Source: an optimization exercise on an open RTL-to-GDS flow (aim: small area). Production flows keep margins and buffers that such runs may drop. Only simulation tests tie the RTL to the original design; equivalence was not proved. Power and IR drop assume default switching activity.

## main
## calc_lab10
module calc_lab10(
        input [15:0] sw,
        input btnC, btnD, btnU, clk,
        output [15:0] led,
        output [6:0] seg,
        output [3:0] an,
        output dp
    );
Settings: LEC_CHECK=0, CAP_MARGIN=20, CORE_MARGIN=2, CORE_UTILIZATION=40, SLEW_MARGIN=20; clock period 20.0 ns.
standard.sh (not shown) runs the stock make flow with config.mk's settings and CLKGATE_MAP_FILE= SYNTH_SCRIPT=/design/flow/synth_recipe.tcl, a recipe that flattens the netlist after the stock synthesis.
==> flow/flow/run.sh <==
#!/bin/bash
# Own layout flow: the standard ORFS flow (standard.sh) with
#  - synthesis through flow/my_synth.tcl, which is synth_recipe.tcl with an
#    area-oriented ABC script (flow/area.abc) and no adder extraction; the
#    script is tried with 12 deepsyn seeds and the seed giving the smallest
#    synthesized area is used for the layout,
#  - minimum-size port buffers, small clock buffers and no CTS dummy loads,
#  - 65% core utilization.
# Each make run writes its full logs under its WORK_HOME's logs/ folder
# (trial_N/ for the seed trials, orfs/ for the layout); make's own output
# goes to trial_N.log and flow_make.log.
set -euo pipefail
W=$PWD
SYN_ARGS=(SYNTH_SCRIPT=$W/flow/my_synth.tcl ABC_AREA=1 ADDER_MAP_FILE=)
SEED_BATCHES=("1 2 3 4" "5 6 7 8" "9 10 11 12")
CTS="-sink_clustering_enable -repair_clock_nets -dont_use_dummy_load -buf_list {sky130_fd_sc_hd__clkbuf_1 sky130_fd_sc_hd__clkbuf_2 sky130_fd_sc_hd__clkbuf_4}"
EXTRA=(CORE_UTILIZATION=65)

best_seed=1
best_area=
for batch in "${SEED_BATCHES[@]}"; do
  for s in $batch; do
    sed "s/SEED/$s/" $W/flow/area.abc > $W/area_$s.abc
    MY_ABC_SCRIPT=$W/area_$s.abc bash standard.sh WORK_HOME=$W/trial_$s \
      "${SYN_ARGS[@]}" synth > $W/trial_$s.log 2>&1 &
  done
  wait
done
for s in ${SEED_BATCHES[@]}; do
  f=$W/trial_$s/reports/sky130hd/calc_lab10/base/synth_stat.txt
  [[ -f $f ]] || continue
  a=$(grep "Chip area for module" $f | tail -1 | awk '{print $NF}')
  echo "seed $s: synth area $a" | tee -a $W/seeds.log
  if [[ -z "$best_area" ]] || awk "BEGIN{exit !($a < $best_area)}"; then
    best_area=$a; best_seed=$s
  fi
done
echo "using seed $best_seed ($best_area)" | tee -a $W/seeds.log

export MY_ABC_SCRIPT=$W/area_$best_seed.abc
bash standard.sh \
  "${SYN_ARGS[@]}" \
  "BUFFER_PORTS_ARGS=-buffer_cell sky130_fd_sc_hd__buf_1" \
  "CTS_ARGS=$CTS" \
  "${EXTRA[@]}" \
  finish > $W/flow_make.log 2>&1
grep "Chip area for module" $W/orfs/reports/sky130hd/calc_lab10/base/synth_stat.txt | tee -a $W/seeds.log
Other scripts of this flow, unchanged in this note and not shown: flow/flow/area.abc, flow/flow/my_synth.tcl
Setup changes, main to the feature branch
--- a/flow/flow/run.sh
+++ b/flow/flow/run.sh
@@ -5 +5 @@
-#    script is tried with 12 deepsyn seeds and the seed giving the smallest
+#    script is tried with 8 deepsyn seeds and the seed giving the smallest
@@ -7,2 +7 @@
-#  - minimum-size port buffers, small clock buffers and no CTS dummy loads,
-#  - 65% core utilization.
+#  - minimum-size port buffers, small clock buffers and no CTS dummy loads.
@@ -15 +14 @@
-SEED_BATCHES=("1 2 3 4" "5 6 7 8" "9 10 11 12")
+SEED_BATCHES=("1 2 3 4" "5 6 7 8")
@@ -17 +16,2 @@
-EXTRA=(CORE_UTILIZATION=65)
+EXTRA=()
+[[ -f $W/flow/settings.sh ]] && source $W/flow/settings.sh
==> flow/flow/settings.sh (new file) <==
SEED_BATCHES=("1")
CTS="-sink_clustering_enable -repair_clock_nets -dont_use_dummy_load -buf_list {sky130_fd_sc_hd__clkbuf_4 sky130_fd_sc_hd__clkbuf_8}"
EXTRA=(CORE_UTILIZATION=65)
==> run summary <==
main ended with every stage complete and zero timing, DRC or antenna violations. The feature branch completed; timing, DRC and antenna clean. Via count, the feature branch vs main: up by a few percent. main → the feature branch: setup slack now sits higher; power picked up an extra about 4%. The final reports for the feature branch and main show global routing usage summed across all routing layers higher in the former. Looking only at maximum frequency, and setting everything else aside, the lower value of main and the feature branch goes to main. Cmp main and the feature branch / hold slack / lower: main.

calc_lab10 again, from the RTL that the note above started with.
## calc_lab10
module calc_lab10(
        input [15:0] sw,
        input btnC, btnD, btnU, clk,
        output [15:0] led,
        output [6:0] seg,
        output [3:0] an,
        output dp
    );
Settings: LEC_CHECK=0, CAP_MARGIN=20, CORE_MARGIN=2, CORE_UTILIZATION=40, SLEW_MARGIN=20; clock period 20.0 ns.
==> flow/flow/run.sh <==
#!/bin/bash
# Own layout flow: the standard ORFS flow (standard.sh) with
#  - synthesis through flow/my_synth.tcl, which is synth_recipe.tcl with an
#    area-oriented ABC script (flow/area.abc) and no adder extraction; the
#    script is tried with 8 deepsyn seeds and the seed giving the smallest
#    synthesized area is used for the layout,
#  - minimum-size port buffers, small clock buffers and no CTS dummy loads.
# Each make run writes its full logs under its WORK_HOME's logs/ folder
# (trial_N/ for the seed trials, orfs/ for the layout); make's own output
# goes to trial_N.log and flow_make.log.
set -euo pipefail
W=$PWD
SYN_ARGS=(SYNTH_SCRIPT=$W/flow/my_synth.tcl ABC_AREA=1 ADDER_MAP_FILE=)
SEED_BATCHES=("1 2 3 4" "5 6 7 8")
CTS="-sink_clustering_enable -repair_clock_nets -dont_use_dummy_load -buf_list {sky130_fd_sc_hd__clkbuf_1 sky130_fd_sc_hd__clkbuf_2 sky130_fd_sc_hd__clkbuf_4}"
EXTRA=()
[[ -f $W/flow/settings.sh ]] && source $W/flow/settings.sh

best_seed=1
best_area=
for batch in "${SEED_BATCHES[@]}"; do
  for s in $batch; do
    sed "s/SEED/$s/" $W/flow/area.abc > $W/area_$s.abc
    MY_ABC_SCRIPT=$W/area_$s.abc bash standard.sh WORK_HOME=$W/trial_$s \
      "${SYN_ARGS[@]}" synth > $W/trial_$s.log 2>&1 &
  done
  wait
done
for s in ${SEED_BATCHES[@]}; do
  f=$W/trial_$s/reports/sky130hd/calc_lab10/base/synth_stat.txt
  [[ -f $f ]] || continue
  a=$(grep "Chip area for module" $f | tail -1 | awk '{print $NF}')
  echo "seed $s: synth area $a" | tee -a $W/seeds.log
  if [[ -z "$best_area" ]] || awk "BEGIN{exit !($a < $best_area)}"; then
    best_area=$a; best_seed=$s
  fi
done
echo "using seed $best_seed ($best_area)" | tee -a $W/seeds.log

export MY_ABC_SCRIPT=$W/area_$best_seed.abc
bash standard.sh \
  "${SYN_ARGS[@]}" \
  "BUFFER_PORTS_ARGS=-buffer_cell sky130_fd_sc_hd__buf_1" \
  "CTS_ARGS=$CTS" \
  "${EXTRA[@]}" \
  finish > $W/flow_make.log 2>&1
grep "Chip area for module" $W/orfs/reports/sky130hd/calc_lab10/base/synth_stat.txt | tee -a $W/seeds.log
==> flow/flow/settings.sh <==
SEED_BATCHES=("1")
EXTRA=(CORE_UTILIZATION=65)
Other scripts of this flow, unchanged in this note and not shown: flow/flow/area.abc, flow/flow/my_synth.tcl
Change:
--- a/flow/flow/run.sh
+++ b/flow/flow/run.sh
@@ -16 +15,0 @@
-EXTRA=()
@@ -45 +43,0 @@
-  "${EXTRA[@]}" \
==> flow/flow/settings.sh (replaced) <==
SEED_BATCHES=("1")
CTS="-sink_clustering_enable -repair_clock_nets -dont_use_dummy_load -buf_list {sky130_fd_sc_hd__clkbuf_8} -sink_clustering_size 40 -sink_clustering_max_diameter 300"
Result:
- The changed run passed the timing, design-rule and antenna checks
- sequential share of layout area drops by 0.99 points
- core utilization came out lower by 30 points
- power rises by a few percent
- worst setup slack gains 0.32 ns
- maximum frequency rises by a few percent
- clock power is higher by a quarter to a third
- count of clock-buffer cells in the layout does not change
- global-route usage is lower by 12 points

-- port drivers added, routing unchanged --
The flow's constraints put no driver on any port. The routed layouts listed below were extracted and timed again, unchanged, in two steps.
Step 1 assumes that a clkbuf_16 drives the clock port and a buf_2 every other input.
Step 2 moves the port delays by t, midway between the first and last clock arrival at a register: inputs arrive t later, outputs are due t later. That takes back most of the time a late clock gives input paths.
Slacks: ideal ports / drivers / drivers and shift; pairs: ideal ports / drivers.
run	t (ns)	slack for setup (ns)	hold WS [ns]	latest minus earliest clock arrival (ns)
main	0.361	8.767 / 8.740 / 9.100	0.355 / 0.355 / 0.355	0.034 / 0.035
the feature branch	0.363	9.212 / 9.187 / 9.551	0.373 / 0.373 / 0.373	0.030 / 0.029
the first run of note 2	0.363	9.212 / 9.187 / 9.551	0.373 / 0.373 / 0.373	0.030 / 0.029
the second run of note 2	0.304	9.535 / 9.510 / 9.814	0.357 / 0.357 / 0.357	0.016 / 0.017
After both steps setup and hold are still met in every run listed.
